Context: an optimization exercise on an open-source flow, tuned for small area, a short achievable clock period and few clock cycles. The choices shown serve that exercise and are no tape-out recipe. At most, simulation tests tie the RTL to the original design; equivalence was not proved. Power and IR drop assume default switching activity.

Setup of job 101:
// chip8_cpu
module chip8_cpu (
    input wire clk,
    input wire reset,
    input wire [7:0] mem_data_in,
    input wire [15:0] key_pressed,
    output wire mem_read,
    output reg [11:0] mem_addr_out,
    output reg [7:0] mem_data_out,
    output reg mem_write
);
For scale: roughly 480 flip-flops, roughly 48 I/O pins, ~25000 sq um of cells after synthesis.
==> flow/config.mk <==
export PLATFORM = sky130hd
export DESIGN_NAME = chip8_cpu
export DESIGN_NICKNAME = chip8_cpu
export VERILOG_FILES = /design/flow/design.v
export SDC_FILE = /design/flow/constraint.sdc
export NUM_CORES = 4
export LEC_CHECK = 0
export CAP_MARGIN = 20
export CORE_MARGIN = 2
export CORE_UTILIZATION = 60
export SLEW_MARGIN = 20
==> flow/constraint.sdc <==
create_clock -name core_clock -period 12.0 [get_ports {clk}]
set_input_delay 2.4000 -clock core_clock [delete_from_list [all_inputs] [get_ports {clk}]]
set_output_delay 2.4000 -clock core_clock [all_outputs]
set_load 0.01 [all_outputs]
standard.sh (not shown) runs the stock make flow with config.mk's settings and CLKGATE_MAP_FILE= SYNTH_SCRIPT=/design/flow/synth_recipe.tcl, a recipe that flattens the netlist after the stock synthesis.
==> flow/flow/run.sh <==
#!/bin/bash
set -euo pipefail
export SETUP_SLACK_MARGIN=8
bash standard.sh > standard_make.log 2>&1
Testbench counts of job 101, summed over its fixed seeds: cycles 204,165.
For job 102, these inputs were changed with respect to job 101:
--- a/flow/design.v
+++ b/flow/design.v
@@ -26,18 +26,15 @@
     reg [15:0] lfsr;
     wire       dcy = t_lo;               
     wire [7:0] din = mem_data_in;
     wire       stream = !(m_st || m_ld || m_bcd || m_key || m_res);
     assign mem_read = !mem_write;        
     wire [7:0] vx = V[ir_hi[3:0]];
-    wire [7:0] vy = V[m_st ? i : din[7:4]];
-    reg  [7:0] opx, opy;
-    always @(posedge clk) begin
-        opx <= vx;
-        opy <= vy;
-    end
+    wire [7:0] vy = V[ir_lo[7:4]];
+    wire [7:0] opx = vx;
+    wire [7:0] opy = vy;
     reg  [3:0] key_idx;
     integer    k;
     always @(*) begin
         key_idx = 4'd0;
         for (k = 15; k >= 0; k = k - 1)
             if (key_pressed[k]) key_idx = k[3:0];
@@ -401,20 +398,29 @@
             else if (w_en && w_idx == r[3:0])
                 V[r] <= w_dat;
         if (dcy && dop == 4'h2)
             stack[sp] <= mem_addr_out;
     end
     always @(posedge clk) begin
-        if (t_hi) ir_hi <= din;
+        if (t_hi && stream)
+            ir_hi <= din;
+        else if (m_res || (m_key && any_key))
+            ir_hi <= t_hi ? din : ir_lo;
+        else if (dcy && d_st)
+            ir_hi[3:0] <= 4'd1;
+        else if (m_st)
+            ir_hi[3:0] <= ir_hi[3:0] + 4'd1;
+        if (t_hi && !stream)
+            ir_lo <= din;
         if (dcy) begin
             ir_lo <= din;
             mx <= ir_hi[3:0];
             pcs <= mem_addr_out + 12'd1;
             mem_data_out <= din[6] ? V[0] : {6'd0, bcd_h};    
         end else if (m_st) begin
-            mem_data_out <= vy;
+            mem_data_out <= vx;
         end else if (m_bcd) begin
             mem_data_out <= {4'd0, i[0] ? bcd_t : bcd_o};
         end
         if (dcy)
             i <= 4'd1;
         else if (m_st || m_ld || m_bcd || m_res)
@@ -481,13 +487,13 @@
                 if (m_st || m_ld || m_bcd)
                     mem_addr_out <= mem_addr_out + 12'd1;
                 if (m_st || m_bcd)
                     mem_write <= 1'b1;
                 if (m_ld)
                     q_ld <= 1'b1;
-                if ((m_st || m_ld) && i == mx) begin
+                if ((m_st && ir_hi[3:0] == mx) || (m_ld && i == mx)) begin
                     m_st <= 1'b0;
                     m_ld <= 1'b0;
                     m_res <= 1'b1;
                 end
                 if (m_bcd && i[1]) begin
                     m_bcd <= 1'b0;
Notes after the runs:
In the reports for job 101 and job 102, the smaller starting utilization of the core area belongs to job 102.
Higher multi-input gate area in the final layout was reported by job 102, not job 101.
Total nets after synthesis in job 102 is 118 higher than in job 101
Compared with job 101, in job 102 cell count after synthesis increased by 5.3% relative to the old numbers; combinational fraction of design power rose by 18 points; final critical-path share of the clock period rose by 8.7 points; final instance area higher; synthesized area shows an increase of 0.93%.
Re final critical delay including setup and external delays: job 101 and job 102 aren't equal, and the lower value belongs to job 101.
Job 102 ends up with a fraction of standard cell area in multi-input logic that is 0.67 points higher than in job 101.
Compared to job 101, the router laid down more metal wire for job 102.
For job 102, only the layout was checked, not whether the RTL still works.

## afterwards: timing with drivers on the ports
No port has a modelled driver above. Below, the same layouts with a new extraction and two added sets of constraints.
Step 1 assumes that a clkbuf_16 drives the clock port and a buf_2 every other input.
Step 2 moves the port delays by t, midway between the first and last clock arrival at a register: inputs arrive t later, outputs are due t later. That takes back most of the time a late clock gives input paths.
Slacks: no drivers / after step 1 / after step 2; pairs: no drivers / after step 1.
run	t (ns)	setup slack, ns	worst setup path after step 2
job 101	0.645	8.013 / 7.997 / 7.360	input to register
job 102	0.648	6.967 / 6.967 / 6.850	input to register
After both steps every run listed still meets setup and hold. For job 101, which loses most, drivers alone change the setup slack by -0.016 ns; drivers and shift together by -0.653 ns.
